Context: an optimization exercise on an open-source flow, tuned for small area. The choices shown serve that exercise and are no tape-out recipe.
At most, simulation tests tie the RTL to the original design; equivalence was not proved.
No functional check of the RTL was part of run 6.
No activity file was given, so power comes from the tool's default toggle rates.

`flow/config.mk`:
```
export PLATFORM = sky130hd
export DESIGN_NAME = CHIP
export DESIGN_NICKNAME = CHIP
export VERILOG_FILES = /design/flow/design.v
export SDC_FILE = /design/flow/constraint.sdc
export NUM_CORES = 4
export LEC_CHECK = 0
export ABC_AREA = 1
export CAP_MARGIN = 5
export CORE_MARGIN = 2
export CORE_UTILIZATION = 30
export SLEW_MARGIN = 5
```
`flow/constraint.sdc`:
```
create_clock -name core_clock -period 20.0 [get_ports {i_clk}]
set_input_delay 4.0000 -clock core_clock [delete_from_list [all_inputs] [get_ports {i_clk}]]
set_output_delay 4.0000 -clock core_clock [all_outputs]
set_load 0.01 [all_outputs]
```
`flow/design.v`:
```
module CHIP #(                                                                                  
    parameter BIT_W = 32                                                                        
)(                                                                                              
        input               i_clk,                                                              
        input               i_rst_n,                                                            
        input  [BIT_W-1:0]  i_IMEM_data,                                                        
        output [BIT_W-1:0]  o_IMEM_addr,                                                        
        output              o_IMEM_cen,                                                         
        input               i_DMEM_stall,                                                       
        input  [BIT_W-1:0]  i_DMEM_rdata,                                                       
        output              o_DMEM_cen,                                                         
        output              o_DMEM_wen,                                                         
        output [BIT_W-1:0]  o_DMEM_addr,                                                        
        output [BIT_W-1:0]  o_DMEM_wdata,                                                       
        output              o_finish,                                                           
        input               i_cache_finish,                                                     
        output              o_proc_finish                                                       
);                                                                                              
    localparam [3:0] S_INIT  = 4'd0,   
                     S_F0    = 4'd1,   
                     S_F1    = 4'd2,
                     S_F2    = 4'd3,
                     S_MREQ  = 4'd4,   
                     S_MWAIT = 4'd5,
                     S_MDONE = 4'd6,
                     S_WB    = 4'd7,   
                     S_IT    = 4'd8;   
    reg  [2:0]  ph;                    
    reg  [3:0]  fs;                    
    wire        ph0  = (ph == 3'd0);
    wire        ph7  = (ph == 3'd7);
    wire        init = (fs == S_INIT);
    wire [31:0] ins = i_IMEM_data;     
    wire d_ecall = ins[6] & ins[4];
    wire d_br    = ins[6] & ~ins[4] & ~ins[2];
    wire d_jal   = ins[3];
    wire d_jalr  = ins[6] & ~ins[3] & ins[2];
    wire d_auipc = ~ins[6] & ins[2];
    wire d_op    = ~ins[6] & ins[5] & ins[4];
    wire d_opimm = ~ins[6] & ~ins[5] & ins[4] & ~ins[2];
    wire d_load  = ~ins[6] & ~ins[5] & ~ins[4];
    wire d_store = ~ins[6] & ins[5] & ~ins[4];
    wire i_sb = ins[5] & ~ins[2];              
    wire i_u  = ins[4] & ins[2];               
    wire i_uj = ins[2] & (ins[4] | ins[3]);    
    wire i_b  = i_sb & ins[6];
    wire [31:0] imm;
    assign imm[0]     = ~i_u & (i_sb ? ins[7] & ~ins[6] : ins[20] & ~ins[3]);
    assign imm[3:1]   = i_u ? 3'd0 : i_sb ? ins[10:8] : ins[23:21];
    assign imm[4]     = ~i_u & (i_sb ? ins[11] : ins[24]);
    assign imm[10:5]  = i_u ? 6'd0 : ins[30:25];
    assign imm[11]    = ~i_u & (i_b ? ins[7] : ins[3] ? ins[20] : ins[31]);
    assign imm[12]    = i_uj ? ins[12] : ins[31];
    assign imm[19:13] = i_uj ? ins[19:13] : {7{ins[31] & ~i_b}};
    assign imm[31:20] = {12{i_uj ? ins[19] : ins[31] & ~i_b}};
    wire [3:0] immd = imm[ph*4 +: 4];
    reg  [31:0] pc;                    
    reg  [31:0] ar;                    
    reg  [31:0] dr;                    
    reg  [2:0]  off;                   
    reg         c, ic, c2, z, t, mbit, mnext;
    reg  [4:0]  cnt;
    reg  [1:0]  xsel;                  
    reg  [2:0]  ysel;                  
    reg         sub, lop, rdwe, wdinc, pcinc, pcR, cin_t, slti_t, br_t, mcap, cnt_ld, cnt_dec, cap;
    reg  [3:0]  fs_n;
    wire [4:0]  ridx = ((fs == S_F0) & (d_op | d_br | d_store)) ? ins[24:20] : ins[19:15];
    wire [127:0] bots;
    reg  [3:0]  A;
    integer k;
    always @(*) begin
        A = 4'd0;
        for (k = 1; k < 32; k = k + 1) A = A | (bots[k*4 +: 4] & {4{ridx == k}});
    end
    wire [3:0]  P = pc[3:0];
    wire [3:0]  dtap = dr[off*4 +: 4];
    wire [3:0]  accL = {ar[2:0], c2 & ~ph0};
    wire [3:0]  accR = {ar[4] & ~ph7, ar[3:1]};
    wire [3:0]  X = (xsel == 2'd1) ? A : (xsel == 2'd2) ? P : 4'd0;
    reg  [3:0]  Yr;
    always @(*) begin
        case (ysel)
            3'd1:    Yr = immd;
            3'd2:    Yr = dtap;
            3'd3:    Yr = accL;
            3'd4:    Yr = accR;
            default: Yr = 4'd0;
        endcase
    end
    wire        cin = ph0 ? (sub | (cin_t & t)) : c;
    wire [4:0]  sum = X + (Yr ^ {4{sub}}) + cin;
    wire [3:0]  R = lop ? (ins[12] ? (X & Yr) : (X ^ Yr)) : sum[3:0];
    wire        zc = (ph0 | z) & (sum[3:0] == 4'd0);
    wire [4:0]  incs = P + (ph0 ? 4'd4 : {3'd0, ic});
    wire [3:0]  wdv = wdinc ? incs[3:0] : R;
    wire [4:0]  cntm1 = cnt - 5'd1;
    always @(*) begin
        xsel = 2'd0; ysel = 3'd0; sub = 1'b0; lop = 1'b0; rdwe = 1'b0; wdinc = 1'b0;
        pcinc = 1'b0; pcR = 1'b0; cin_t = 1'b0; slti_t = 1'b0; br_t = 1'b0; mcap = 1'b0;
        cnt_ld = 1'b0; cnt_dec = 1'b0; cap = 1'b0;
        fs_n = fs;
        case (fs)
            S_INIT: if (ph7) fs_n = S_F0;
            S_F0: begin
                if (d_opimm) begin
                    if (ins[12]) begin                        
                        xsel = ins[24] ? 2'd0 : 2'd1;
                        if (ins[24] | ~|ins[23:20]) begin rdwe = 1'b1; pcinc = 1'b1; end
                        else begin cnt_ld = 1'b1; if (ph7) fs_n = S_IT; end
                    end else if (ins[13]) begin               
                        xsel = 2'd1; ysel = 3'd1; sub = 1'b1; slti_t = 1'b1;
                        if (ph7) fs_n = S_F1;
                    end else begin                            
                        xsel = 2'd1; ysel = 3'd1; rdwe = 1'b1; pcinc = 1'b1;
                    end
                end else if (d_load) begin
                    xsel = 2'd1; ysel = 3'd1; pcinc = 1'b1;
                    if (ph7) fs_n = S_MREQ;
                end else if (d_store | d_br) begin
                    if (ph7) fs_n = S_F1;
                end else if (d_op) begin
                    if (ins[25]) begin                        
                        mcap = ph7; cnt_ld = 1'b1;
                        if (ph7) fs_n = S_IT;
                    end else if (ph7) fs_n = S_F1;
                end else if (d_jal) begin
                    xsel = 2'd2; ysel = 3'd1; pcR = 1'b1; rdwe = 1'b1; wdinc = 1'b1;
                end else if (d_jalr) begin
                    xsel = 2'd1; rdwe = 1'b1;
                    if (ph7) fs_n = S_F1;
                end else if (d_auipc) begin
                    xsel = 2'd2; ysel = 3'd1; rdwe = 1'b1; pcinc = 1'b1;
                end
            end
            S_F1: begin
                if (d_opimm) begin                            
                    cin_t = 1'b1; rdwe = 1'b1; pcinc = 1'b1;
                    if (ph7) fs_n = S_F0;
                end else if (d_store) begin
                    xsel = 2'd1; ysel = 3'd1; pcinc = 1'b1;
                    if (ph7) fs_n = S_MREQ;
                end else if (d_op) begin
                    xsel = 2'd1; ysel = 3'd2; sub = ins[30]; lop = ins[14]; rdwe = 1'b1; pcinc = 1'b1;
                    if (ph7) fs_n = S_F0;
                end else if (d_br) begin
                    xsel = 2'd1; ysel = 3'd2; sub = 1'b1; br_t = 1'b1;
                    if (ph7) fs_n = S_F2;
                end else begin                                
                    xsel = 2'd1; ysel = 3'd1; pcR = 1'b1;
                    if (ph7) fs_n = S_F0;
                end
            end
            S_F2: begin                                       
                xsel = 2'd2; ysel = 3'd1;
                if (t) pcR = 1'b1; else pcinc = 1'b1;
                if (ph7) fs_n = S_F0;
            end
            S_MREQ, S_MWAIT: begin
                if (!i_DMEM_stall) begin
                    cap = 1'b1;
                    fs_n = ph7 ? (d_load ? S_WB : S_F0) : S_MDONE;
                end else fs_n = S_MWAIT;
            end
            S_MDONE: if (ph7) fs_n = d_load ? S_WB : S_F0;
            S_WB: begin
                ysel = 3'd2; rdwe = 1'b1;
                if (ph7) fs_n = S_F0;
            end
            S_IT: begin
                if (d_op) begin                               
                    xsel = mbit ? 2'd1 : 2'd0; ysel = 3'd3;
                    mcap = (ph == cntm1[4:2]);
                end else begin                                
                    ysel = ins[14] ? 3'd4 : 3'd3;
                end
                if (cnt == 5'd0) begin
                    rdwe = 1'b1; pcinc = 1'b1;
                    if (ph7) fs_n = S_F0;
                end else cnt_dec = ph7;
            end
            default: fs_n = S_INIT;
        endcase
    end
    wire [3:0] x2d = ph0 ? 4'h0 : ph7 ? 4'hb : 4'hf;
    wire [3:0] x3d = (ph == 3'd3) ? 4'h8 : ph7 ? 4'h1 : 4'h0;
    wire [3:0] pcd = {3'b0, ph == 3'd4};
    assign bots[3:0] = 4'd0;
    genvar g;
    generate
        for (g = 1; g < 32; g = g + 1) begin : RF
            reg  [31:0] q;
            wire we = init | (rdwe & (ins[11:7] == g));
            wire [3:0] d = init ? ((g == 2) ? x2d : (g == 3) ? x3d : 4'd0) : wdv;
            always @(posedge i_clk) q <= {we ? d : q[3:0], q[31:4]};
            assign bots[g*4 +: 4] = q[3:0];
        end
    endgenerate
    wire       mcsrc = (fs == S_F0) ? A[3] : dtap[cntm1[1:0]];
    wire       mnew  = mcap ? mcsrc : mnext;
    always @(posedge i_clk) begin
        pc    <= {init ? pcd : pcR ? R : pcinc ? incs[3:0] : P, pc[31:4]};
        ar    <= {R, ar[31:4]};
        dr    <= cap ? i_DMEM_rdata : {(fs == S_F0) ? A : dr[3:0], dr[31:4]};
        off   <= cap ? ph + 3'd1 : (fs == S_F0) ? 3'd0 : off;
        c     <= sum[4];
        ic    <= incs[4];
        c2    <= ar[3];
        z     <= zc;
        if (ph7 & slti_t) t <= (X[3] ^ Yr[3]) ? X[3] : sum[3];
        if (ph7 & br_t)   t <= (ins[14] ? sum[3] : zc) ^ ins[12];
        mnext <= mnew;
        if (ph7) mbit <= mnew;
        if (cnt_ld)       cnt <= d_op ? 5'd31 : {1'b0, ins[23:20]} - 5'd1;
        else if (cnt_dec) cnt <= cntm1;
    end
    always @(posedge i_clk or negedge i_rst_n) begin
        if (!i_rst_n) begin
            ph <= 3'd0;
            fs <= S_INIT;
        end else begin
            ph <= ph + 3'd1;
            fs <= fs_n;
        end
    end
    assign o_IMEM_addr   = pc;
    assign o_IMEM_cen    = (fs == S_F0) & ph0;
    assign o_DMEM_cen    = (fs == S_MREQ);
    assign o_DMEM_wen    = d_store;
    assign o_DMEM_addr   = ar;
    assign o_DMEM_wdata  = dr;
    assign o_proc_finish = (fs == S_F0) & d_ecall;
    assign o_finish      = i_cache_finish;
endmodule
```
`flow/flow/run.sh`:
```
#!/bin/bash
# The standard ORFS layout (standard.sh), with three changes:
#  - ABC maps for area only (a copy of ORFS's scripts with its own abc_area.script);
#  - CTS without dummy loads, clkbuf_4 buffers and bounded sink clusters;
#  - buf_1 cells as the port buffers.
# make's full output goes to flow_make.log; each tool's log is under orfs/logs/.
set -euo pipefail
rm -rf scripts_local
cp -r "$FLOW_HOME/scripts" scripts_local
printf '%s\n' '&get -n' '&st' '&dch' '&nf -R 1000' '&put' > scripts_local/abc_area.script
export SCRIPTS_DIR="$PWD/scripts_local"
export CTS_ARGS="-sink_clustering_enable -repair_clock_nets -dont_use_dummy_load -buf_list sky130_fd_sc_hd__clkbuf_4 -sink_clustering_size 11 -sink_clustering_max_diameter 50"
export BUFFER_PORTS_ARGS="-buffer_cell sky130_fd_sc_hd__buf_1"
bash standard.sh > flow_make.log 2>&1
```
`flow/standard.sh`:
```
#!/bin/bash
# synth_recipe.tcl (not shown) runs the flow's synth.tcl, then flattens the netlist and writes it again
# the make line also repeats each setting of config.mk as NAME=value (left out here)
make -C /OpenROAD-flow-scripts/flow DESIGN_CONFIG=/design/flow/config.mk WORK_HOME=/design/flow/orfs CLKGATE_MAP_FILE= SYNTH_SCRIPT=/design/flow/synth_recipe.tcl "${@:-finish}"
```
==> results of run 1 <==
## cells by family (layout without fill, tap and decap cells)
group / count (synthesis) / in the layout / synth area share
flops: 1110 / 1110 / 0.819
simple gates: 488 / 488 / 0.0761
compound gates: 325 / 325 / 0.0729
mux: 28 / 28 / 0.0145
fa+ha+maj: 20 / 20 / 0.00971
buf+inv: 19 / 314 / 0.00275
xor+xnor: 17 / 17 / 0.00545
other cells: 0 / 1 / 0
## placed cells by master (no fill, tap or decap), drive strengths merged, types with 7 or more instances in the layout
cell type,count
nor3,54
a222oi,8
a221o,25
nor2b,10
xnor2,13
mux2i,16
mux4,9
dfxtp,1093
or3,7
ha,18
o211ai,7
nand2,264
o22ai,8
nand3,21
a22o,7
nand4,9
a31oi,9
buf,181
clkbuf,115
nor2,92
o21ai,156
a221oi,9
edfxtp,10
nand2b,12
dfrtp,7
a22oi,13
a21oi,62
clkinv,18
## worst min path at each step
stage,from,to,slack [ns],cells past startpoint
finish,RF[15].q[24],RF[15].q[20],0.26,0
global route,RF[15].q[24],RF[15].q[20],0.26,0
CTS,RF[17].q[19],RF[17].q[15],0.26,0
detailed placement,RF[2].q[5],RF[2].q[1],0.31,0
global placement,RF[16].q[14],RF[16].q[10],0.31,0
floorplan,RF[10].q[4],RF[10].q[0],0.31,0
## routing by layer
metal  global-route usage  part of all wire  up-vias
met5                    0                 0        -
met4               0.0544             0.035        0
met3               0.0258             0.056      111
met2                0.173              0.43      481
met1                0.153              0.47     6946
li1                     -                 -     7362
## where the power goes
part,switching [uW],internal (uW)
combinational,531,221
clock,610,263
sequential,214,2840
## state kept, by name, summed over array words and instances (netlist names), 3 cells and up
| signal | count |
|---|---|
| cnt | 5 |
| pc | 32 |
| ph | 3 |
| ar | 32 |
| RF.q | 992 |
| dr | 32 |
| fs | 4 |
| off | 3 |
## area by class of cell
cell class / instances / area [um^2] / share of cell area
well taps: 1176 / 1470 / 0.0484
inverters: 18 / 67.6 / 0.00222
repair buffers: 181 / 743 / 0.0245
diodes: 1 / 2.50 / 0.0000823
multi-input cells: 878 / 4890 / 0.161
flip-flops and latches: 1110 / 22400 / 0.736
clock buffers: 115 / 863 / 0.0284
## stage by stage
stage	power (uW)	hold WS [ns]	utilization	setup slack (ns)
floorplan	3450	0.310	-	8.81
global placement	3840	0.310	0.328	6.50
detailed placement	3870	0.312	0.328	6.51
CTS	4740	0.263	0.337	7.42
global route	4960	0.257	0.337	6.76
finish	4680	0.264	0.337	7.32
## worst max-delay path, delay by kind of cell
family                     cells  cell delay, ns
AOI/OAI and AO/OA             20            6.08
and+or+nand+nor                6            1.68
xor gates and xnor gates       1            0.36
buffers and inverters          4            0.89
adders and majority gates      1            0.39
==> results.txt, run 1 <==
Status -> timing/DRC/antenna clean
Syn_nets -> 2,095
Hold-fix buffers, CTS -> 0
Rows -> 110
Placed insts -> 3,363
Top cell by count, worst path -> a221o_1
Lkg Pwr -> 0.0118 uW
Resize count post-CTS -> 0
Initial antenna violation count -> 1
Critical Path Start -> i_IMEM_data[4]
Area after DPL -> 29,500 um^2
CTS root buffer -> clkbuf_4
Flops & latches, synth -> 1,110
Library cells used by synthesis -> 50
CP required -> 20.77 ns
Routed WL -> 53,600 um
Largest cells by area after synthesis -> dfxtp_1, nand2_1, o21ai_0
CP Max Fanout -> 31
Hold crit path type -> reg2reg
Die extent in x -> 306 um
Final HPWL DP -> 37,000 um
FILL cells -> 8,916
CTS Sinks -> 1,110
Area of the core -> 90,100 um^2
Fin crit period -> 12.68 ns
Critical path capture point type -> flip-flop
Non-filler cells, final -> 3,479
Synth Cell Area -> 27,300 um^2
EDFF count, synth -> 10
CTS max path bufs -> 3
First-pass GRT wire length -> 81,300 um
Fin. Hold Viols -> 0
Max Transition Viols Final -> 0
Congestion Overflow GR -> 0
Initial Util -> 0.303
Pwr/cell area -> 154 nW/um^2
PortBufs -> 164
Yosys top cell by area -> dfxtp_1
Clock insertion delay at the later pin of the skew report -> 0.89 ns
Vias in the first global route -> 14,100
Avg Cell Area, Syn -> 13.6 um^2
Fin crit share -> 0.634
Drt wl/cell -> 15.4 um
R2r worst-path depth -> 34
DRC Markers -> 0
Critical-path top delay cell -> nor3b_1
Critical Path Start Type -> primary input
Rel. slew slack -> 0.333
Reg-to-reg critical path endpoint -> RF[13].q[31]
Area Overhead vs Synth -> 11.3%
Top_reg_cell synth -> dfxtp_1
Setup violations, final -> 0
Yosys warning total -> 1
Io pins -> 169
Total global-route track usage -> 0.114
Final ANT Viol Nets -> 0
Final Cell Area -> 30,400 um^2
Post-Route Skew -> 0.0910 ns
DR vias -> 14,900
DRT Pass-1 Iters -> 7
Drt initial violations -> 1,048
Setup Buffers After CTS -> 0
Cts bufs inserted -> 115
CP max stage delay -> 0.74 ns
Total Nets Final -> 2,392
Synth cell count leaders -> dfxtp_1, nand2_1, o21ai_0, nor2_1, a21oi_1
IR drop worst, VDD -> 89.2 uV
Vias/cell -> 4.28
Most frequent cell after synthesis -> dfxtp_1
Max cap viols -> 0
CTS tree -> built
Largest net degree at the start of global routing -> 35
Ys async rst share -> 0.00631
Clock slew at reported path FFs -> 0.11 ns
H-Tree Depth -> 3
Syn Inst Count -> 2,007
Worst R2R Start -> fs[3]
Setup TNS -> 0 ns
Share of cells above drive strength 1 -> 0.0621
Worst Setup EP -> RF[13].q[31]
Die Area -> 93,500 um^2
RePlAce Congestion -> 0.921
Sequential cell area fraction in the yosys report -> 0.819
RSZ-0062 raised after global routing -> no
CP Data Arrival Time -> 13.44 ns
Least-Margin Pin Slew -> 0.991 ns
Share of the synthesized area in the top cell type -> 0.801
Fmax -> 0.0789 GHz
Crit path kind -> in2reg
R2r setup slk -> 10.45 ns
Die Y -> 306 um
==> inputs of run 2 (changes only) <==
--- a/flow/config.mk
+++ b/flow/config.mk
@@ -6,7 +6,9 @@
 export NUM_CORES = 4
 export LEC_CHECK = 0
 export ABC_AREA = 1
-export CAP_MARGIN = 5
+export CAP_MARGIN = 20
 export CORE_MARGIN = 2
 export CORE_UTILIZATION = 30
-export SLEW_MARGIN = 5
+export GPL_ROUTABILITY_DRIVEN = 0
+export GPL_TIMING_DRIVEN = 0
+export SLEW_MARGIN = 20
==> results.txt, run 2 <==
Worst hold slack -> 0.283 ns (+0.0186 ns)
Syn Inst Count -> 2,007 (unchanged)
Crit path kind -> in2reg
Register share of total power -> 0.649 (-0.004)
Die Y -> 306 um (unchanged)
EDFF count, synth -> 10 (unchanged)
Pwr/cell area -> 155 nW/um^2 (+0.39%)
Drt initial violations -> 933 (-11%)
Lkg Pwr -> 0.0119 uW (+0.17%)
CTS tree -> built
Initial Util -> 0.303 (unchanged)
Vias/cell -> 4.31 (+0.62%)
Fin. Hold Viols -> 0 (unchanged)
Avg Cell Area, Syn -> 13.6 um^2 (unchanged)
CP required -> 20.77 ns (about the same)
Setup violations, final -> 0 (unchanged)
Fin crit period -> 14.19 ns (+1.52 ns)
Clock slew at reported path FFs -> 0.10 ns (about the same)
Hold-fix buffers, CTS -> 0 (unchanged)
Post-Synth Simple-Gate Area -> 0.0761 (unchanged)
Largest cells by area after synthesis -> dfxtp_1, nand2_1, o21ai_0
Placed insts -> 3,371 (+0.24%)
Post-synthesis mux area share -> 0.0145 (unchanged)
Initial antenna violation count -> 2 (+1)
Top delay family on crit path -> compound AO/OA/AOI/OAI gates
Total Nets Final -> 2,399 (+0.29%)
Critical-path top delay cell -> a221oi_1
Sw Ratio -> 0.289 (-0.000325)
Die extent in x -> 306 um (unchanged)
Top_reg_cell synth -> dfxtp_1
DRC Markers -> 0 (unchanged)
R2r setup slk -> 8.58 ns (-1.87 ns)
Share of cells above drive strength 1 -> 0.0654 (+0.00328)
DR vias -> 15,000 (+0.85%)
Largest net degree at the start of global routing -> 34 (-2.9%)
FILL cells -> 8,861 (-0.62%)
CTS max path bufs -> 3 (unchanged)
Congestion Overflow GR -> 0 (unchanged)
Total global-route track usage -> 0.113 (-0.000649)
Die Area -> 93,500 um^2 (unchanged)
Commonest non-fill, non-tap cell in the layout -> dfxtp_1
CTS Sinks -> 1,110 (unchanged)
Fmax -> 0.0705 GHz (-11%)
Max cap viols -> 0 (unchanged)
Combinational share of power -> 0.167 (+0.006)
Rows -> 110 (unchanged)
Post-Route Skew -> 0.0707 ns (-0.0204 ns)
Cts bufs inserted -> 114 (-0.87%)
Io pins -> 169 (unchanged)
Largest family of logic cells by synthesized area -> simple AND/OR/NAND/NOR gates
Status -> timing/DRC/antenna clean
Reg-to-reg critical path endpoint -> RF[25].q[31]
Max Transition Viols Final -> 0 (unchanged)
PnR worst setup slack -> 5.81 ns (-1.52 ns)
Routed WL -> 53,400 um (-0.41%)
IR drop worst, VDD -> 47.2 uV (-47%)
Critical Path Start Type -> primary input
H-Tree Depth -> 3 (unchanged)
Sequential cell area fraction in the yosys report -> 0.819 (unchanged)
R2r worst-path depth -> 33 (-2.9%)
Resize count post-CTS -> 0 (unchanged)
CP Data Arrival Time -> 14.96 ns (+1.52 ns)
Fin crit share -> 0.710 (+0.0758)
Least-Margin Pin Slew -> 1.12 ns (+0.125 ns)
WP buf/inv -> 4 (unchanged)
RSZ-0062 raised after global routing -> no
PortBufs -> 165 (+0.61%)
Clock insertion delay at the later pin of the skew report -> 0.87 ns (-0.02 ns)
Yosys top cell by area -> dfxtp_1
CP Max Fanout -> 13 (-58%)
Yosys warning total -> 1 (unchanged)
Hold Path Depth -> 0 (unchanged)
Clock share of power -> 0.185 (-0.002)
Hold crit path type -> reg2reg
Xor/xnor share of the synthesized area -> 0.00545 (unchanged)
Post-layout util -> 0.338 (+0.000749)
Drt wl/cell -> 15.3 um (-0.64%)
Levels on crit path -> 32 (unchanged)
Final ANT Viol Nets -> 0 (unchanged)
Critical path capture point type -> flip-flop
Share of the synthesized area in the top cell type -> 0.801 (unchanged)
Final HPWL DP -> 38,300 um (+3.4%)
DP Worst Slack -> 5.18 ns (-1.33 ns)
Setup Buffers After CTS -> 0 (unchanged)
CP max stage delay -> 0.78 ns (+0.04 ns)
Synth Area in Compound Gates -> 0.0729 (unchanged)
Int Power -> 3350 uW (+0.66%)
First-pass GRT wire length -> 81,100 um (-0.26%)
Synth cell count leaders -> dfxtp_1, nand2_1, o21ai_0, nor2_1, a21oi_1
CTS root buffer -> clkbuf_4
Synth Cell Area -> 27,300 um^2 (unchanged)
Flops & latches, synth -> 1,110 (unchanged)
Adder-Cell Fraction of Synth Area -> 0.00971 (unchanged)
Top reg by flops -> RF.q
Top cell by count, worst path -> a221o_1
Syn_nets -> 2,095 (unchanged)
Worst hold endpoint -> RF[6].q[21]
Total net switching power -> 1360 uW (+0.50%)
Vias in the first global route -> 14,300 (+1.3%)
Setup TNS -> 0 ns (unchanged)
Non-filler cells, final -> 3,487 (+0.23%)
Max FFs per register -> 992 (unchanged)
Area of the core -> 90,100 um^2 (unchanged)
Library cells used by synthesis -> 50 (unchanged)
Ys async rst share -> 0.00631 (unchanged)
Most frequent cell after synthesis -> dfxtp_1
Most frequent cells in the layout -> dfxtp_1, nand2_1, buf_1
Rel. slew slack -> 0.256 (-0.0766)
Worst R2R Start -> fs[3]
Hold path start -> RF[6].q[25]
Area Overhead vs Synth -> 11.5%
DRT Pass-1 Iters -> 6 (-1)
run 2: cell counts after synthesis:
No cell type changed its count.
run 2: final cells by class:
class	instances	area, um^2	share of cell area
Sequential cell	1110	22400	0.734
Multi-Input combinational cell	878	4900	0.161
Tap cell	1176	1470	0.0483
Clock buffer	114	856	0.0281
Timing Repair Buffer	188	793	0.0260
Inverter	18	67.6	0.00222
Buffer	1	7.51	0.000246
Antenna cell	2	5.00	0.000164
run 2: worst max-delay path by stage:
| stage | startpoint | to | slack (ns) |
|---|---|---|---|
| 6_report | i_IMEM_data[6] | RF[25].q[31] | 5.81 |
| 5_1_grt | i_IMEM_data[6] | RF[25].q[31] | 5.53 |
| 4_1_cts | i_IMEM_data[6] | RF[25].q[31] | 6.12 |
| 3_5_place_dp | i_IMEM_data[6] | RF[25].q[31] | 5.18 |
| 3_3_place_gp | i_IMEM_data[6] | RF[15].q[31] | 3.84 |
| 2_1_floorplan | i_IMEM_data[4] | RF[10].q[31] | 8.81 |
run 2: per-stage QoR:
stage	area, um^2	total power [uW]
floorplan	27300	3450
global placement	29400	3830
detailed placement	29600	3900
CTS	30500	4770
global route	30500	4990
finish	30500	4710
run 2: cells by family after synthesis:
logic type,after synthesis
buffers and inverters,19
adder cells (fa/ha/maj),20
XOR/XNOR,17
flip-flops,1110
AO/OA/AOI/OAI,325
AND/OR/NAND/NOR,488
multiplexers,28
run 2: routing by layer:
layer	vias to the layer above	wire length, um	track usage
li1	7356	-	-
met1	6971	24600	0.149
met2	551	23100	0.172
met3	149	3360	0.0284
met4	0	2320	0.0568
met5	-	0	0
run 2: power by group through the flow:
stage | clock [uW] | sequential, uW | combinational (uW)
after floorplan | 0 | 3060 | 392
after global placement | 0 | 3090 | 743
after detailed placement | 0 | 3110 | 788
after CTS | 914 | 3060 | 794
after global routing | 1000 | 3120 | 867
final | 869 | 3050 | 786
run 2: worst reg2reg max path: cells and delay by family, from the launching register on:
family / cells / cell delay [ns]
compound gates: 20 / 6.96
xor+xnor: 1 / 0.38
fa+ha+maj: 1 / 0.40
buf+inv: 3 / 0.65
flops: 1 / 0.50
simple gates: 8 / 2.45
==> inputs of run 3 (changes only) <==
--- a/flow/config.mk
+++ b/flow/config.mk
@@ -9,6 +9,5 @@
 export CAP_MARGIN = 20
 export CORE_MARGIN = 2
 export CORE_UTILIZATION = 30
-export GPL_ROUTABILITY_DRIVEN = 0
 export GPL_TIMING_DRIVEN = 0
 export SLEW_MARGIN = 20
==> results.txt, run 3 <==
Status -> timing/DRC/antenna clean
Flops & latches, synth -> 1,110 (unchanged)
Fmax -> 0.0709 GHz (+0.64%)
Clock slew at reported path FFs -> 0.11 ns (about the same)
Hold crit path type -> reg2reg
Total net switching power -> 1370 uW (+0.81%)
CP Max Fanout -> 13 (unchanged)
DR vias -> 14,900 (-0.80%)
Fin crit period -> 14.10 ns (-0.0905 ns)
Final ANT Viol Nets -> 0 (unchanged)
GR Layer Usage met1 -> 0.153 (+0.00451)
Crit path kind -> in2reg
Largest cells by area after synthesis -> dfxtp_1, nand2_1, o21ai_0
Vias in the first global route -> 14,500 (+1.5%)
Drt initial violations -> 903 (-3.2%)
CTS root buffer -> clkbuf_4
Sw Ratio -> 0.290 (+0.000927)
Max cap viols -> 0 (unchanged)
Most frequent cell after synthesis -> dfxtp_1
CTS tree -> built
Post-Route Skew -> 0.101 ns (+0.0307 ns)
Top_reg_cell synth -> dfxtp_1
Library cells used by synthesis -> 50 (unchanged)
Initial Util -> 0.303 (unchanged)
CP required -> 20.75 ns (-0.02 ns)
Fin crit share -> 0.705 (-0.00453)
Total global-route track usage -> 0.115 (+0.00197)
Congestion Overflow GR -> 0 (unchanged)
Fin. Hold Viols -> 0 (unchanged)
Least-Margin Pin Slew -> 1.04 ns (-0.0729 ns)
CTS max path bufs -> 3 (unchanged)
Most frequent cells in the layout -> dfxtp_1, nand2_1, buf_1
Rel. slew slack -> 0.302 (+0.0461)
Avg Cell Area, Syn -> 13.6 um^2 (unchanged)
Top delay family on crit path -> compound AO/OA/AOI/OAI gates
CTS Sinks -> 1,110 (unchanged)
Reg-to-reg critical path endpoint -> RF[14].q[31]
Ys async rst share -> 0.00631 (unchanged)
Die Y -> 306 um (unchanged)
Cts bufs inserted -> 115 (+0.88%)
Die Area -> 93,500 um^2 (unchanged)
WP buf/inv -> 4 (unchanged)
Hold-fix buffers, CTS -> 0 (unchanged)
Yosys top cell by area -> dfxtp_1
CP Data Arrival Time -> 14.85 ns (-0.11 ns)
Critical path capture point type -> flip-flop
Rows -> 110 (unchanged)
First-pass GRT wire length -> 82,700 um (+2.0%)
Combinational share of power -> 0.169 (+0.002)
Largest net degree at the start of global routing -> 32 (-5.9%)
Clock share of power -> 0.186 (about the same)
Critical-path top delay cell -> or2_0
Worst R2R Start -> fs[3]
Worst hold endpoint -> RF[11].q[15]
Top reg by flops -> RF.q
Area Overhead vs Synth -> 11.7%
Setup TNS -> 0 ns (unchanged)
Commonest non-fill, non-tap cell in the layout -> dfxtp_1
Hold path start -> RF[11].q[19]
Setup violations, final -> 0 (unchanged)
PnR worst setup slack -> 5.90 ns (+0.0905 ns)
Synth cell count leaders -> dfxtp_1, nand2_1, o21ai_0, nor2_1, a21oi_1
Total Nets Final -> 2,402 (+0.13%)
Critical Path Start Type -> primary input
DRC Markers -> 0 (unchanged)
Area of the core -> 90,100 um^2 (unchanged)
H-Tree Depth -> 3 (unchanged)
Syn_nets -> 2,095 (unchanged)
Setup Buffers After CTS -> 0 (unchanged)
Grt met2 use -> 0.172 (about the same)
Share of the synthesized area in the top cell type -> 0.801 (unchanged)
Yosys warning total -> 1 (unchanged)
Clock insertion delay at the later pin of the skew report -> 0.92 ns (+0.05 ns)
DP Worst Slack -> 5.03 ns (-0.149 ns)
Sequential cell area fraction in the yosys report -> 0.819 (unchanged)
GR peak layer -> met2
Share of cells above drive strength 1 -> 0.0670 (+0.00165)
R2r setup slk -> 8.64 ns (+0.06 ns)
Initial antenna violation count -> 4 (+2)
CP max stage delay -> 0.76 ns (-0.02 ns)
Die extent in x -> 306 um (unchanged)
IR drop worst, VDD -> 46.9 uV (-0.77%)
Max FFs per register -> 992 (unchanged)
Lkg Pwr -> 0.0119 uW (+0.20%)
Synth Cell Area -> 27,300 um^2 (unchanged)
Vias/cell -> 4.27 (-0.97%)
Drt wl/cell -> 15.4 um (+0.42%)
Register share of total power -> 0.645 (-0.004)
EDFF count, synth -> 10 (unchanged)
Io pins -> 169 (unchanged)
PortBufs -> 165 (unchanged)
R2r worst-path depth -> 33 (unchanged)
Final HPWL DP -> 38,200 um (-0.18%)
Syn Inst Count -> 2,007 (unchanged)
RePlAce Congestion -> 0.912
Hold Path Depth -> 0 (unchanged)
Pwr Total -> 4730 uW (+0.49%)
Routed WL -> 53,700 um (+0.59%)
Met3 Usage GRT -> 0.0295 (+0.00118)
Pwr/cell area -> 155 nW/um^2 (+0.29%)
Max Transition Viols Final -> 0 (unchanged)
Top cell by count, worst path -> a221o_1
Int Power -> 3360 uW (+0.36%)
RSZ-0062 raised after global routing -> no
Resize count post-CTS -> 0 (unchanged)
DRT Pass-1 Iters -> 7 (+1)
-- run 3: stage by stage --
step,hold slack (ns),instances,utilization,cell area (um^2)
2_1_floorplan,0.310,2007,-,27300
3_3_place_gp,0.310,3348,0.326,29400
3_5_place_dp,0.312,3373,0.329,29600
4_1_cts,0.252,3488,0.338,30500
5_1_grt,0.249,3493,0.339,30500
6_report,0.251,3493,0.339,30500
-- run 3: kinds of logic after synthesis --
group / share of synthesized area
buffers and inverters: 0.00275
AO/OA/AOI/OAI: 0.0729
flip-flops: 0.819
adder cells (fa/ha/maj): 0.00971
XOR/XNOR: 0.00545
AND/OR/NAND/NOR: 0.0761
multiplexers: 0.0145
-- run 3: per-layer routing --
metal	vias up	wire [um]
met4	2	2290
met2	487	22900
met1	6895	25400
li1	7385	-
met5	-	13
met3	138	3100
-- run 3: how the worst max path moves through the flow --
| stage | start | end | depth (start not counted) |
|---|---|---|---|
| floorplan | i_IMEM_data[4] | RF[10].q[31] | 29 |
| global placement | i_IMEM_data[6] | RF[10].q[31] | 29 |
| detailed placement | i_IMEM_data[6] | RF[11].q[31] | 32 |
| CTS | i_IMEM_data[6] | RF[10].q[31] | 32 |
| global route | i_IMEM_data[6] | RF[11].q[31] | 32 |
| finish | i_IMEM_data[6] | RF[14].q[31] | 32 |
-- run 3: cell type report --
cell class                      instances  area, um^2
Clock buffer                          115         863
Timing Repair Buffer                  190         836
Antenna cell                            5        12.5
Inverter                               18        67.6
Tap cell                             1176        1470
Fill cell                            8839       59600
Sequential cell                      1110       22400
Buffer                                  1        7.51
Multi-Input combinational cell        878        4900
-- run 3: worst register-to-register path: cells and delay by family (launching register included) --
| family | cells | cell delay, ns |
|---|---|---|
| adders and majority gates | 1 | 0.39 |
| buffers and inverters | 3 | 0.62 |
| xor gates and xnor gates | 1 | 0.34 |
| DFF | 1 | 0.50 |
| and+or+nand+nor | 8 | 2.54 |
| AOI/OAI and AO/OA | 20 | 6.89 |
-- run 3: power by group through the flow --
stage	logic (uW)	clock network, uW	registers, uW
after floorplan	392	0	3060
after global placement	746	0	3090
after detailed placement	802	0	3110
after CTS	808	923	3060
after global routing	883	1010	3120
final	800	880	3050
==> inputs of run 4 (changes only) <==
--- a/flow/config.mk
+++ b/flow/config.mk
@@ -9,5 +9,4 @@
 export CAP_MARGIN = 20
 export CORE_MARGIN = 2
 export CORE_UTILIZATION = 30
-export GPL_TIMING_DRIVEN = 0
 export SLEW_MARGIN = 20
==> results.txt, run 4 <==
Status -> timing/DRC/antenna clean
Syn_nets -> 2,095 (unchanged)
First-pass GRT wire length -> 81,300 um (-1.7%)
Rows -> 110 (unchanged)
Top reg by flops -> RF.q
CP required -> 20.77 ns (+0.02 ns)
CP Max Fanout -> 31 (+18)
EDFF count, synth -> 10 (unchanged)
Share of cells above drive strength 1 -> 0.0621 (-0.00492)
Drt wl/cell -> 15.4 um (+0.22%)
Post-Route Skew -> 0.0910 ns (-0.0103 ns)
Hold-fix buffers, CTS -> 0 (unchanged)
Initial Util -> 0.303 (unchanged)
CTS tree -> built
IR drop worst, VDD -> 89.2 uV (+90%)
Resize count post-CTS -> 0 (unchanged)
Area of the core -> 90,100 um^2 (unchanged)
Fin crit share -> 0.634 (-0.0712)
CTS max path bufs -> 3 (unchanged)
Yosys warning total -> 1 (unchanged)
Fin. Hold Viols -> 0 (unchanged)
GR peak layer -> met2
Die extent in x -> 306 um (unchanged)
Vias/cell -> 4.28 (+0.36%)
CTS Sinks -> 1,110 (unchanged)
RePlAce Congestion -> 0.921 (+1.0%)
Largest cells by area after synthesis -> dfxtp_1, nand2_1, o21ai_0
Die Area -> 93,500 um^2 (unchanged)
CP Data Arrival Time -> 13.44 ns (-1.41 ns)
Final ANT Viol Nets -> 0 (unchanged)
Final HPWL DP -> 37,000 um (-3.1%)
Area Overhead vs Synth -> 11.3%
R2r worst-path depth -> 34 (+3.0%)
Setup violations, final -> 0 (unchanged)
Syn Inst Count -> 2,007 (unchanged)
Clock insertion delay at the later pin of the skew report -> 0.89 ns (-0.03 ns)
Fin crit period -> 12.68 ns (-1.42 ns)
Most frequent cell after synthesis -> dfxtp_1
Setup TNS -> 0 ns (unchanged)
CTS root buffer -> clkbuf_4
Hold Path Depth -> 0 (unchanged)
Avg Cell Area, Syn -> 13.6 um^2 (unchanged)
Least-Margin Pin Slew -> 0.991 ns (-0.0525 ns)
H-Tree Depth -> 3 (unchanged)
Hold crit path type -> reg2reg
DR vias -> 14,900 (-0.047%)
DRT Pass-1 Iters -> 7 (unchanged)
Top cell by count, worst path -> a221o_1
Grt met2 use -> 0.173 (+0.000211)
Vias in the first global route -> 14,100 (-2.7%)
Max Transition Viols Final -> 0 (unchanged)
Congestion Overflow GR -> 0 (unchanged)
Flops & latches, synth -> 1,110 (unchanged)
Total Nets Final -> 2,392 (-0.42%)
Fmax -> 0.0789 GHz (+11%)
Worst hold slack -> 0.264 ns (+0.0133 ns)
Sequential cell area fraction in the yosys report -> 0.819 (unchanged)
PnR worst setup slack -> 7.32 ns (+1.42 ns)
PortBufs -> 164 (-0.61%)
Commonest non-fill, non-tap cell in the layout -> dfxtp_1
Library cells used by synthesis -> 50 (unchanged)
Routed WL -> 53,600 um (-0.18%)
Synth cell count leaders -> dfxtp_1, nand2_1, o21ai_0, nor2_1, a21oi_1
Top_reg_cell synth -> dfxtp_1
R2r setup slk -> 10.45 ns (+1.81 ns)
Drt initial violations -> 1,048 (+16%)
Pwr/cell area -> 154 nW/um^2 (-0.68%)
Cts bufs inserted -> 115 (unchanged)
Rel. slew slack -> 0.333 (+0.0306)
RSZ-0062 raised after global routing -> no
Final Cell Area -> 30,400 um^2 (-0.41%)
Yosys top cell by area -> dfxtp_1
Total global-route track usage -> 0.114 (-0.00133)
Share of the synthesized area in the top cell type -> 0.801 (unchanged)
Area after DPL -> 29,500 um^2 (-0.39%)
DP Worst Slack -> 6.51 ns (+1.48 ns)
Critical Path Start Type -> primary input
Met3 Usage GRT -> 0.0258 (-0.00374)
Max FFs per register -> 992 (unchanged)
Synth Cell Area -> 27,300 um^2 (unchanged)
Largest net degree at the start of global routing -> 35 (+9.4%)
Ys async rst share -> 0.00631 (unchanged)
Initial antenna violation count -> 1 (-3)
CP max stage delay -> 0.74 ns (-0.02 ns)
Lkg Pwr -> 0.0118 uW (-0.38%)
Critical path capture point type -> flip-flop
DRC Markers -> 0 (unchanged)
Die Y -> 306 um (unchanged)
GR Layer Usage met1 -> 0.153 (-0.000341)
Max cap viols -> 0 (unchanged)
Post-layout util -> 0.337 (-0.00140)
Most frequent cells in the layout -> dfxtp_1, nand2_1, buf_1
Clock slew at reported path FFs -> 0.11 ns (about the same)
Crit path kind -> in2reg
Setup Buffers After CTS -> 0 (unchanged)
Io pins -> 169 (unchanged)
Critical-path top delay cell -> nor3b_1
==> run 4: layout make-up <==
| class | instances | area, um^2 |
|---|---|---|
| timing repair buffer | 181 | 743 |
| inverter | 18 | 67.6 |
| sequential | 1110 | 22400 |
| multi-input combinational | 878 | 4890 |
| antenna | 1 | 2.50 |
| fill | 8916 | 59800 |
| tap | 1176 | 1470 |
| clock buffer | 115 | 863 |
==> run 4: power breakdown <==
| part | switching [uW] | internal [uW] |
|---|---|---|
| registers | 214 | 2840 |
| clock network | 610 | 263 |
| logic | 531 | 221 |
==> run 4: worst paths after layout <==
kind	startpoint	end
min reg2reg	RF[15].q[24]	RF[15].q[20]
min in group asynchronous	i_rst_n	ph[2]
max	i_IMEM_data[4]	RF[13].q[31]
max in group asynchronous	i_rst_n	ph[0]
min	RF[15].q[24]	RF[15].q[20]
max reg2reg	fs[3]	RF[13].q[31]
==> run 4: cells by family after synthesis <==
family	Yosys count	synth area share
adder cells (fa/ha/maj)	20	0.00971
flip-flops	1110	0.819
AND/OR/NAND/NOR	488	0.0761
multiplexers	28	0.0145
AO/OA/AOI/OAI	325	0.0729
buffers and inverters	19	0.00275
XOR/XNOR	17	0.00545
==> run 4: routing by layer <==
| metal | up-vias | part of all wire |
|---|---|---|
| li1 | 7362 | - |
| met1 | 6946 | 0.47 |
| met2 | 481 | 0.43 |
| met3 | 111 | 0.056 |
| met4 | 0 | 0.035 |
| met5 | - | 0 |
==> run 4: stage by stage <==
stage / std cells / power [uW]
finish: 3479 / 4680
global route: 3479 / 4960
CTS: 3478 / 4740
detailed placement: 3363 / 3870
global placement: 3363 / 3840
floorplan: 2007 / 3450
==> run 4: worst max-delay path: cells and delay by family <==
family / cells / cell delay, ns
xor gates and xnor gates: 1 / 0.36
adders and majority gates: 1 / 0.39
and+or+nand+nor: 6 / 1.68
AOI/OAI and AO/OA: 20 / 6.08
buffers and inverters: 4 / 0.89
==> inputs of run 5 (changes only) <==
--- a/flow/flow/run.sh
+++ b/flow/flow/run.sh
@@ -9,6 +9,6 @@
 cp -r "$FLOW_HOME/scripts" scripts_local
 printf '%s\n' '&get -n' '&st' '&dch' '&nf -R 1000' '&put' > scripts_local/abc_area.script
 export SCRIPTS_DIR="$PWD/scripts_local"
-export CTS_ARGS="-sink_clustering_enable -repair_clock_nets -dont_use_dummy_load -buf_list sky130_fd_sc_hd__clkbuf_4 -sink_clustering_size 11 -sink_clustering_max_diameter 50"
+export CTS_ARGS="-sink_clustering_enable -repair_clock_nets -dont_use_dummy_load -buf_list sky130_fd_sc_hd__clkbuf_4 -sink_clustering_size 11 -sink_clustering_max_diameter 70"
 export BUFFER_PORTS_ARGS="-buffer_cell sky130_fd_sc_hd__buf_1"
 bash standard.sh > flow_make.log 2>&1
==> results.txt, run 5 <==
Status -> timing/DRC/antenna clean
Max cap viols -> 0 (unchanged)
Hold-fix buffers, CTS -> 0 (unchanged)
Least-Margin Pin Slew -> 1.00 ns (+0.00945 ns)
Initial antenna violation count -> 2 (+1)
Total Nets Final -> 2,388 (-0.17%)
Congestion Overflow GR -> 0 (unchanged)
Drt wl/cell -> 15.4 um (+0.29%)
CP required -> 20.77 ns (about the same)
Commonest non-fill, non-tap cell in the layout -> dfxtp_1
CP max stage delay -> 0.76 ns (+0.02 ns)
Clock share of power -> 0.185 (-0.002)
Total global-route track usage -> 0.114 (+0.000229)
Register share of total power -> 0.654 (about the same)
Final ANT Viol Nets -> 0 (unchanged)
Avg Cell Area, Syn -> 13.6 um^2 (unchanged)
Worst Setup EP -> RF[11].q[31]
Most frequent cells in the layout -> dfxtp_1, nand2_1, buf_1
Largest family of logic cells by synthesized area -> simple AND/OR/NAND/NOR gates
Critical Path Start -> i_IMEM_data[4]
Critical Path Start Type -> primary input
DRC Markers -> 0 (unchanged)
Clock slew at reported path FFs -> 0.11 ns (about the same)
Synth cell count leaders -> dfxtp_1, nand2_1, o21ai_0, nor2_1, a21oi_1
Synth Area in Compound Gates -> 0.0729 (unchanged)
H-Tree Depth -> 3 (unchanged)
Die Area -> 93,500 um^2 (unchanged)
Vias/cell -> 4.27 (-0.31%)
Routed WL -> 53,700 um (+0.26%)
Share of the synthesized area in the top cell type -> 0.801 (unchanged)
Area of the core -> 90,100 um^2 (unchanged)
Final HPWL DP -> 37,000 um (unchanged)
Top delay family on crit path -> compound AO/OA/AOI/OAI gates
Drt initial violations -> 975 (-7.0%)
First-pass GRT wire length -> 81,600 um (+0.25%)
Setup violations, final -> 0 (unchanged)
Hold crit path type -> reg2reg
Area Overhead vs Synth -> 11.2% (about the same)
Die Y -> 306 um (unchanged)
Critical-path top delay cell -> a221oi_1
Die extent in x -> 306 um (unchanged)
Io pins -> 169 (unchanged)
Worst R2R Start -> fs[3]
Levels on crit path -> 32 (unchanged)
Max FFs per register -> 992 (unchanged)
Fin crit period -> 12.78 ns (+0.105 ns)
Xor/xnor share of the synthesized area -> 0.00545 (unchanged)
Ys async rst share -> 0.00631 (unchanged)
Setup Buffers After CTS -> 0 (unchanged)
R2r setup slk -> 10.34 ns (-0.11 ns)
CP Data Arrival Time -> 13.55 ns (+0.11 ns)
Lkg Pwr -> 0.0118 uW (-0.16%)
RePlAce Congestion -> 0.921 (unchanged)
CTS max path bufs -> 3 (unchanged)
R2r worst-path depth -> 34 (unchanged)
Resize count post-CTS -> 0 (unchanged)
Combinational share of power -> 0.161 (about the same)
RSZ-0062 raised after global routing -> no
DP Worst Slack -> 6.51 ns (unchanged)
PnR worst setup slack -> 7.22 ns (-0.105 ns)
Initial Util -> 0.303 (unchanged)
Adder-Cell Fraction of Synth Area -> 0.00971 (unchanged)
Int Power -> 3320 uW (-0.27%)
Clock insertion delay at the later pin of the skew report -> 0.88 ns (about the same)
CTS tree -> built
Setup TNS -> 0 ns (unchanged)
Total net switching power -> 1360 uW (+0.14%)
Share of cells above drive strength 1 -> 0.0605 (-0.00163)
IR drop worst, VDD -> 97.9 uV (+9.7%)
Syn_nets -> 2,095 (unchanged)
Top_reg_cell synth -> dfxtp_1
Critical path capture point type -> flip-flop
Reg-to-reg critical path endpoint -> RF[11].q[31]
CTS root buffer -> clkbuf_4
Most frequent cell after synthesis -> dfxtp_1
Rows -> 110 (unchanged)
EDFF count, synth -> 10 (unchanged)
Yosys top cell by area -> dfxtp_1
Fin. Hold Viols -> 0 (unchanged)
WP buf/inv -> 4 (unchanged)
Top reg by flops -> RF.q
Sequential cell area fraction in the yosys report -> 0.819 (unchanged)
Crit path kind -> in2reg
CP Max Fanout -> 31 (unchanged)
CTS Sinks -> 1,110 (unchanged)
PortBufs -> 164 (unchanged)
Post-Route Skew -> 0.0748 ns (-0.0163 ns)
Top cell by count, worst path -> a221o_1
Post-synthesis mux area share -> 0.0145 (unchanged)
DR vias -> 14,900 (-0.34%)
Yosys warning total -> 1 (unchanged)
Sw Ratio -> 0.290 (+0.000831)
Post-Synth Simple-Gate Area -> 0.0761 (unchanged)
Library cells used by synthesis -> 50 (unchanged)
Fmax -> 0.0782 GHz (-0.82%)
Max Transition Viols Final -> 0 (unchanged)
Fin crit share -> 0.639 (+0.00523)
Pwr/cell area -> 154 nW/um^2 (about the same)
Cts bufs inserted -> 111 (-3.5%)
Largest net degree at the start of global routing -> 35 (unchanged)
Syn Inst Count -> 2,007 (unchanged)
Flops & latches, synth -> 1,110 (unchanged)
DRT Pass-1 Iters -> 7 (unchanged)
Vias in the first global route -> 14,100 (+0.036%)
Synth Cell Area -> 27,300 um^2 (unchanged)
Largest cells by area after synthesis -> dfxtp_1, nand2_1, o21ai_0
Rel. slew slack -> 0.333 (+0.000676)
## run 5: cell families after synthesis
kind of cell    Yosys count
buf+inv                  19
compound gates          325
flops                  1110
fa+ha+maj                20
simple gates            488
xor+xnor                 17
mux                      28
## run 5: worst register-to-register path: cells and delay by family (launching register included)
kind,cells,cell delay (ns)
AND/OR/NAND/NOR,8,1.31
buffers and inverters,4,0.86
flip-flops,1,0.49
XOR/XNOR,1,0.36
adder cells (fa/ha/maj),1,0.39
AO/OA/AOI/OAI,20,6.18
## run 5: routing by layer
metal / up-vias / global-route usage / share of wire
li1: 7357 / - / -
met1: 6906 / 0.154 / 0.48
met2: 466 / 0.172 / 0.43
met3: 121 / 0.0266 / 0.057
met4: 0 / 0.0537 / 0.037
met5: - / 0 / 0
## run 5: cell type report
cell class / count / area [um^2]
diodes: 4 / 10.0
repair buffers: 181 / 743
fillers: 8927 / 59800
well taps: 1176 / 1470
flip-flops and latches: 1110 / 22400
clock buffers: 111 / 833
inverters: 18 / 67.6
multi-input cells: 878 / 4890
## run 5: worst min-delay path by stage
stage	slack [ns]	cells after the start	endpoint	startpoint
global placement	0.31	0	RF[16].q[10]	RF[16].q[14]
detailed placement	0.31	0	RF[2].q[1]	RF[2].q[5]
finish	0.28	0	RF[19].q[27]	RF[19].q[31]
CTS	0.27	0	RF[31].q[4]	RF[31].q[8]
floorplan	0.31	0	RF[10].q[0]	RF[10].q[4]
global route	0.29	0	RF[31].q[4]	RF[31].q[8]
## run 5: power by group through the flow
stage | clock network [uW] | logic [uW] | registers, uW
floorplan | 0 | 392 | 3060
global placement | 0 | 753 | 3090
detailed placement | 0 | 754 | 3110
CTS | 909 | 759 | 3060
global route | 995 | 835 | 3120
finish | 866 | 753 | 3050
## run 5: metrics by stage
step	cell area (um^2)	power, uW	hold slack [ns]	utilization	instances
3_5_place_dp	29500	3870	0.312	0.328	3363
4_1_cts	30400	4730	0.265	0.337	3474
2_1_floorplan	27300	3450	0.310	-	2007
3_3_place_gp	29500	3840	0.310	0.328	3363
6_report	30400	4670	0.284	0.337	3478
5_1_grt	30400	4950	0.288	0.337	3477
==> inputs of run 6 (changes only) <==
--- a/flow/design.v
+++ b/flow/design.v
@@ -60,11 +60,14 @@
     reg  [2:0]  off;                   
     reg         c, ic, c2, z, t, mbit, mnext;
     reg  [4:0]  cnt;
+    reg         st_req;                
+    reg         mbusy;                 
     reg  [1:0]  xsel;                  
     reg  [2:0]  ysel;                  
-    reg         sub, lop, rdwe, wdinc, pcinc, pcR, cin_t, slti_t, br_t, mcap, cnt_ld, cnt_dec, cap;
+    reg         sub, lop, rdwe, wdinc, pcinc, pcR, cin_t, slti_t, br_t, mcap, cnt_ld, cnt_dec, cap, st_go;
     reg  [3:0]  fs_n;
-    wire [4:0]  ridx = ((fs == S_F0) & (d_op | d_br | d_store)) ? ins[24:20] : ins[19:15];
+    wire        rs2z = ~|ins[24:20];
+    wire [4:0]  ridx = ((fs == S_F0) & (d_op | d_store | (d_br & ~rs2z))) ? ins[24:20] : ins[19:15];
     wire [127:0] bots;
     reg  [3:0]  A;
     integer k;
@@ -74,7 +77,8 @@
     end
     wire [3:0]  P = pc[3:0];
     wire [3:0]  dtap = dr[off*4 +: 4];
-    wire [3:0]  accL = {ar[2:0], c2 & ~ph0};
+    wire [3:0]  asrc = (fs == S_F0) ? A : ar[3:0];
+    wire [3:0]  accL = {asrc[2:0], c2 & ~ph0};
     wire [3:0]  accR = {ar[4] & ~ph7, ar[3:1]};
     wire [3:0]  X = (xsel == 2'd1) ? A : (xsel == 2'd2) ? P : 4'd0;
     reg  [3:0]  Yr;
@@ -84,6 +88,7 @@
             3'd2:    Yr = dtap;
             3'd3:    Yr = accL;
             3'd4:    Yr = accR;
+            3'd5:    Yr = i_DMEM_rdata[3:0];
             default: Yr = 4'd0;
         endcase
     end
@@ -94,30 +99,42 @@
     wire [4:0]  incs = P + (ph0 ? 4'd4 : {3'd0, ic});
     wire [3:0]  wdv = wdinc ? incs[3:0] : R;
     wire [4:0]  cntm1 = cnt - 5'd1;
+    wire        mwait = st_req | (mbusy & i_DMEM_stall);
     always @(*) begin
         xsel = 2'd0; ysel = 3'd0; sub = 1'b0; lop = 1'b0; rdwe = 1'b0; wdinc = 1'b0;
         pcinc = 1'b0; pcR = 1'b0; cin_t = 1'b0; slti_t = 1'b0; br_t = 1'b0; mcap = 1'b0;
-        cnt_ld = 1'b0; cnt_dec = 1'b0; cap = 1'b0;
+        cnt_ld = 1'b0; cnt_dec = 1'b0; cap = 1'b0; st_go = 1'b0;
         fs_n = fs;
         case (fs)
             S_INIT: if (ph7) fs_n = S_F0;
             S_F0: begin
                 if (d_opimm) begin
                     if (ins[12]) begin                        
-                        xsel = ins[24] ? 2'd0 : 2'd1;
-                        if (ins[24] | ~|ins[23:20]) begin rdwe = 1'b1; pcinc = 1'b1; end
-                        else begin cnt_ld = 1'b1; if (ph7) fs_n = S_IT; end
+                        if (ins[24] | ~|ins[23:20]) begin     
+                            xsel = ins[24] ? 2'd0 : 2'd1; rdwe = 1'b1; pcinc = 1'b1;
+                        end else begin
+                            if (ins[14]) xsel = 2'd1;         
+                            else ysel = 3'd3;                 
+                            if (~ins[14] & (ins[23:20] == 4'd1)) begin rdwe = 1'b1; pcinc = 1'b1; end
+                            else begin cnt_ld = 1'b1; if (ph7) fs_n = S_IT; end
+                        end
                     end else if (ins[13]) begin               
                         xsel = 2'd1; ysel = 3'd1; sub = 1'b1; slti_t = 1'b1;
                         if (ph7) fs_n = S_F1;
                     end else begin                            
                         xsel = 2'd1; ysel = 3'd1; rdwe = 1'b1; pcinc = 1'b1;
                     end
-                end else if (d_load) begin
-                    xsel = 2'd1; ysel = 3'd1; pcinc = 1'b1;
-                    if (ph7) fs_n = S_MREQ;
-                end else if (d_store | d_br) begin
+                end else if (d_load) begin                    
+                    xsel = 2'd1; ysel = 3'd1;
+                    if (ph7 & ~mwait) fs_n = S_MREQ;
+                end else if (d_store) begin
+                    pcinc = 1'b1;
                     if (ph7) fs_n = S_F1;
+                end else if (d_br) begin
+                    if (rs2z) begin                           
+                        xsel = 2'd1; sub = 1'b1; br_t = 1'b1;
+                        if (ph7) fs_n = S_F2;
+                    end else if (ph7) fs_n = S_F1;
                 end else if (d_op) begin
                     if (ins[25]) begin                        
                         mcap = ph7; cnt_ld = 1'b1;
@@ -126,8 +143,9 @@
                 end else if (d_jal) begin
                     xsel = 2'd2; ysel = 3'd1; pcR = 1'b1; rdwe = 1'b1; wdinc = 1'b1;
                 end else if (d_jalr) begin
-                    xsel = 2'd1; rdwe = 1'b1;
-                    if (ph7) fs_n = S_F1;
+                    xsel = 2'd1;
+                    if (ins[11:7] == 5'd0) begin ysel = 3'd1; pcR = 1'b1; end    
+                    else begin rdwe = 1'b1; if (ph7) fs_n = S_F1; end
                 end else if (d_auipc) begin
                     xsel = 2'd2; ysel = 3'd1; rdwe = 1'b1; pcinc = 1'b1;
                 end
@@ -136,9 +154,9 @@
                 if (d_opimm) begin                            
                     cin_t = 1'b1; rdwe = 1'b1; pcinc = 1'b1;
                     if (ph7) fs_n = S_F0;
-                end else if (d_store) begin
-                    xsel = 2'd1; ysel = 3'd1; pcinc = 1'b1;
-                    if (ph7) fs_n = S_MREQ;
+                end else if (d_store) begin                   
+                    xsel = 2'd1; ysel = 3'd1;
+                    if (ph7 & ~mwait) begin st_go = 1'b1; fs_n = S_F0; end
                 end else if (d_op) begin
                     xsel = 2'd1; ysel = 3'd2; sub = ins[30]; lop = ins[14]; rdwe = 1'b1; pcinc = 1'b1;
                     if (ph7) fs_n = S_F0;
@@ -155,15 +173,21 @@
                 if (t) pcR = 1'b1; else pcinc = 1'b1;
                 if (ph7) fs_n = S_F0;
             end
-            S_MREQ, S_MWAIT: begin
+            S_MREQ: begin                                     
+                if (!i_DMEM_stall) begin                      
+                    cap = 1'b1; ysel = 3'd5; rdwe = 1'b1; pcinc = 1'b1;
+                    fs_n = S_WB;
+                end else fs_n = S_MWAIT;
+            end
+            S_MWAIT: begin
                 if (!i_DMEM_stall) begin
                     cap = 1'b1;
-                    fs_n = ph7 ? (d_load ? S_WB : S_F0) : S_MDONE;
-                end else fs_n = S_MWAIT;
-            end
-            S_MDONE: if (ph7) fs_n = d_load ? S_WB : S_F0;
-            S_WB: begin
-                ysel = 3'd2; rdwe = 1'b1;
+                    fs_n = ph7 ? S_WB : S_MDONE;
+                end
+            end
+            S_MDONE: if (ph7) fs_n = S_WB;
+            S_WB: begin                                       
+                ysel = 3'd2; rdwe = 1'b1; pcinc = 1'b1;
                 if (ph7) fs_n = S_F0;
             end
             S_IT: begin
@@ -204,30 +228,34 @@
         off   <= cap ? ph + 3'd1 : (fs == S_F0) ? 3'd0 : off;
         c     <= sum[4];
         ic    <= incs[4];
-        c2    <= ar[3];
+        c2    <= asrc[3];
         z     <= zc;
         if (ph7 & slti_t) t <= (X[3] ^ Yr[3]) ? X[3] : sum[3];
         if (ph7 & br_t)   t <= (ins[14] ? sum[3] : zc) ^ ins[12];
         mnext <= mnew;
         if (ph7) mbit <= mnew;
-        if (cnt_ld)       cnt <= d_op ? 5'd31 : {1'b0, ins[23:20]} - 5'd1;
+        if (cnt_ld)       cnt <= d_op ? 5'd31 : {1'b0, ins[23:20]} - (ins[14] ? 5'd1 : 5'd2);
         else if (cnt_dec) cnt <= cntm1;
     end
     always @(posedge i_clk or negedge i_rst_n) begin
         if (!i_rst_n) begin
             ph <= 3'd0;
             fs <= S_INIT;
+            st_req <= 1'b0;
+            mbusy <= 1'b0;
         end else begin
             ph <= ph + 3'd1;
             fs <= fs_n;
+            st_req <= st_go;
+            mbusy <= (st_req | mbusy) & i_DMEM_stall;
         end
     end
     assign o_IMEM_addr   = pc;
     assign o_IMEM_cen    = (fs == S_F0) & ph0;
-    assign o_DMEM_cen    = (fs == S_MREQ);
-    assign o_DMEM_wen    = d_store;
+    assign o_DMEM_cen    = (fs == S_MREQ) | st_req;
+    assign o_DMEM_wen    = st_req;
     assign o_DMEM_addr   = ar;
     assign o_DMEM_wdata  = dr;
-    assign o_proc_finish = (fs == S_F0) & d_ecall;
+    assign o_proc_finish = (fs == S_F0) & d_ecall & ~st_req & ~mbusy;
     assign o_finish      = i_cache_finish;
 endmodule
--- a/flow/flow/run.sh
+++ b/flow/flow/run.sh
@@ -9,6 +9,6 @@
 cp -r "$FLOW_HOME/scripts" scripts_local
 printf '%s\n' '&get -n' '&st' '&dch' '&nf -R 1000' '&put' > scripts_local/abc_area.script
 export SCRIPTS_DIR="$PWD/scripts_local"
-export CTS_ARGS="-sink_clustering_enable -repair_clock_nets -dont_use_dummy_load -buf_list sky130_fd_sc_hd__clkbuf_4 -sink_clustering_size 11 -sink_clustering_max_diameter 70"
+export CTS_ARGS="-sink_clustering_enable -repair_clock_nets -dont_use_dummy_load -buf_list sky130_fd_sc_hd__clkbuf_4 -sink_clustering_size 11 -sink_clustering_max_diameter 50"
 export BUFFER_PORTS_ARGS="-buffer_cell sky130_fd_sc_hd__buf_1"
 bash standard.sh > flow_make.log 2>&1
==> results.txt, run 6 <==
Fin crit period -> 12.80 ns (+0.0197 ns)
DRC Markers -> 0 (unchanged)
CTS tree -> built
Vias/cell -> 4.28 (+0.21%)
CTS max path bufs -> 3 (unchanged)
Fmax -> 0.0781 GHz (-0.15%)
Top_reg_cell synth -> dfxtp_1
R2r worst-path depth -> 33 (-2.9%)
Setup TNS -> 0 ns (unchanged)
Rows -> 111 (+0.91%)
EDFF count, synth -> 10 (unchanged)
Routed WL -> 55,600 um (+3.5%)
Metal-1 WL -> 25,800 um (+0.70%)
Total net switching power -> 1450 uW (+7.2%)
Crit path kind -> in2reg
Die Area -> 94,700 um^2 (+1.3%)
Worst R2R Start -> fs[3]
Non-filler cells, final -> 3,572 (+2.7%)
Drt initial violations -> 1,015 (+4.1%)
Flops & latches, synth -> 1,112 (+0.18%)
Vias in the first global route -> 14,800 (+5.4%)
R2r setup slk -> 10.90 ns (+0.56 ns)
Clock slew at reported path FFs -> 0.11 ns (about the same)
Fin. Hold Viols -> 0 (unchanged)
Largest cells by area after synthesis -> dfxtp_1, nand2_1, o21ai_0
Resize count post-CTS -> 0 (unchanged)
Share of cells above drive strength 1 -> 0.0613 (+0.000780)
Register share of total power -> 0.643 (-0.011)
Status -> timing/DRC/antenna clean
Synth cell count leaders -> dfxtp_1, nand2_1, o21ai_0, nor2_1, a21oi_1
Drt wl/cell -> 15.6 um (+0.82%)
Final HPWL DP -> 38,700 um (+4.4%)
Critical Path Start Type -> primary input
WP buf/inv -> 4 (unchanged)
Top reg by flops -> RF.q
Final ANT Viol Nets -> 0 (unchanged)
Hold Path Depth -> 0 (unchanged)
FILL cells -> 9,071 (+1.6%)
Top delay family on crit path -> compound AO/OA/AOI/OAI gates
Int Power -> 3410 uW (+2.7%)
Initial antenna violation count -> 3 (+1)
RSZ-0062 raised after global routing -> no
Critical path capture point type -> flip-flop
Critical Path Start -> i_IMEM_data[6]
Least-Margin Pin Slew -> 1.07 ns (+0.0679 ns)
Reg-to-reg critical path endpoint -> RF[22].q[31]
Clock insertion delay at the later pin of the skew report -> 0.87 ns (about the same)
Setup violations, final -> 0 (unchanged)
Setup Buffers After CTS -> 0 (unchanged)
Sw Ratio -> 0.299 (+0.00899)
Combinational share of power -> 0.176 (+0.015)
Most frequent cells in the layout -> dfxtp_1, nand2_1, buf_1
Max Transition Viols Final -> 0 (unchanged)
RePlAce Congestion -> 0.885 (-3.9%)
Syn_nets -> 2,180 (+4.1%)
Lkg Pwr -> 0.0121 uW (+2.0%)
Share of the synthesized area in the top cell type -> 0.791 (-0.0104)
Met3 routed WL -> 3380 um (+11%)
CTS root buffer -> clkbuf_4
Largest net degree at the start of global routing -> 44 (+26%)
Fin crit share -> 0.640 (+0.000984)
CP required -> 20.68 ns (-0.09 ns)
Levels on crit path -> 34 (+6.3%)
Hold crit path type -> reg2reg
Total Nets Final -> 2,474 (+3.6%)
Yosys warning total -> 1 (unchanged)
DR vias -> 15,300 (+2.9%)
Max cap viols -> 0 (unchanged)
First-pass GRT wire length -> 85,200 um (+4.4%)
Hold-fix buffers, CTS -> 0 (unchanged)
Most frequent cell after synthesis -> dfxtp_1
Rel. slew slack -> 0.284 (-0.0496)
Worst Setup EP -> RF[22].q[31]
Syn Inst Count -> 2,091 (+4.2%)
PortBufs -> 164 (unchanged)
Ys async rst share -> 0.00809 (+0.00179)
Congestion Overflow GR -> 0 (unchanged)
DRT Pass-1 Iters -> 5 (-2)
Die Y -> 308 um (+0.65%)
Max FFs per register -> 992 (unchanged)
Synth Cell Area -> 27,700 um^2 (+1.3%)
CTS Sinks -> 1,112 (+0.18%)
H-Tree Depth -> 3 (unchanged)
Sequential cell area fraction in the yosys report -> 0.810 (-0.00885)
Post-Route Skew -> 0.107 ns (+0.0324 ns)
Placed insts -> 3,454 (+2.7%)
Total global-route track usage -> 0.117 (+0.00322)
Metal2 WL -> 24,400 um (+5.7%)
Cts bufs inserted -> 115 (+3.6%)
Pwr/cell area -> 158 nW/um^2 (+2.7%)
Commonest non-fill, non-tap cell in the layout -> dfxtp_1
Avg Cell Area, Syn -> 13.2 um^2 (-2.8%)
Clock share of power -> 0.181 (-0.004)
Critical-path top delay cell -> a221oi_1
Die extent in x -> 308 um (+0.65%)
Top layer in use -> met5
CP Max Fanout -> 31 (unchanged)
CP Data Arrival Time -> 13.48 ns (-0.07 ns)
IR drop worst, VDD -> 130 uV (+33%)
Io pins -> 169 (unchanged)
CP max stage delay -> 0.70 ns (-0.06 ns)
Area of the core -> 91,500 um^2 (+1.5%)
Top cell by count, worst path -> a221o_1
Library cells used by synthesis -> 54 (+8.0%)
Yosys top cell by area -> dfxtp_1
Area Overhead vs Synth -> 11.2% (about the same)
Initial Util -> 0.302 (-0.000614)
## run 6: changes by cell type after synthesis, moves of 5 or more
cell / change
mux2i_1: +6
nand2_1: +47
nor3_1: -33
nand2b_1: -8
a221o_1: -15
o21ai_0: +5
nor2_1: +61
a211oi_1: +6
a21oi_1: -10
a22oi_1: +7
## run 6: worst min path at each step
stage                  from            to  slack (ns)
2_1_floorplan   RF[10].q[4]   RF[10].q[0]        0.31
4_1_cts        RF[24].q[27]  RF[24].q[23]        0.25
5_1_grt        RF[23].q[11]   RF[23].q[7]        0.25
3_3_place_gp    RF[1].q[28]   RF[1].q[24]        0.31
6_report        RF[26].q[8]   RF[26].q[4]        0.27
3_5_place_dp   RF[29].q[29]  RF[29].q[25]        0.31
## run 6: cell families (layout without fill, tap and decap cells)
logic type      after synthesis  count (layout)  synth area share
flops                      1112            1112             0.810
simple gates                572             572            0.0860
compound gates              318             318            0.0697
mux                          33              33            0.0165
fa+ha+maj                    21              21            0.0103
buf+inv                      19             311           0.00271
xor+xnor                     16              16           0.00506
other cells                   0               3                 0
## run 6: power groups by stage
| stage | Clock (uW) | Combinational, uW | Sequential, uW |
|---|---|---|---|
| after floorplan | 0 | 448 | 3130 |
| after global placement | 0 | 857 | 3160 |
| after detailed placement | 0 | 861 | 3190 |
| after CTS | 929 | 866 | 3140 |
| after global routing | 1020 | 959 | 3200 |
| final | 880 | 855 | 3130 |
## run 6: area by class of cell
type / instances / area (um^2) / share of cell area
inverters: 18 / 67.6 / 0.00220
diodes: 3 / 7.51 / 0.000244
clock buffers: 115 / 863 / 0.0281
repair buffers: 178 / 721 / 0.0234
multi-input cells: 960 / 5220 / 0.170
well taps: 1186 / 1480 / 0.0482
flip-flops and latches: 1112 / 22400 / 0.728
## run 6: layer usage
| metal | up-vias | global-route usage |
|---|---|---|
| met3 | 132 | 0.0261 |
| met2 | 478 | 0.183 |
| met1 | 7099 | 0.153 |
| met4 | 2 | 0.0580 |
| li1 | 7573 | - |
| met5 | - | 0 |
## run 6: stage by stage
step                      hold WS [ns]  setup WS, ns  instance area, um^2  total power [uW]  utilization
after floorplan                  0.310          8.28                27700              3570            -
after global placement           0.310          6.39                29900              4020        0.327
after detailed placement         0.312          6.35                29900              4050        0.327
after CTS                        0.247          7.30                30800              4930        0.336
after global routing             0.247          6.74                30800              5180        0.336
final                            0.267          7.20                30800              4860        0.336

Re-timed with assumed drivers on the ports (clkbuf_16 on the clock, buf_2 on other inputs), run 6 has 7.230 ns of setup slack against 7.200 ns with ideal ports, and 6.354 ns once port delays also move by the mid clock arrival of 0.876 ns.
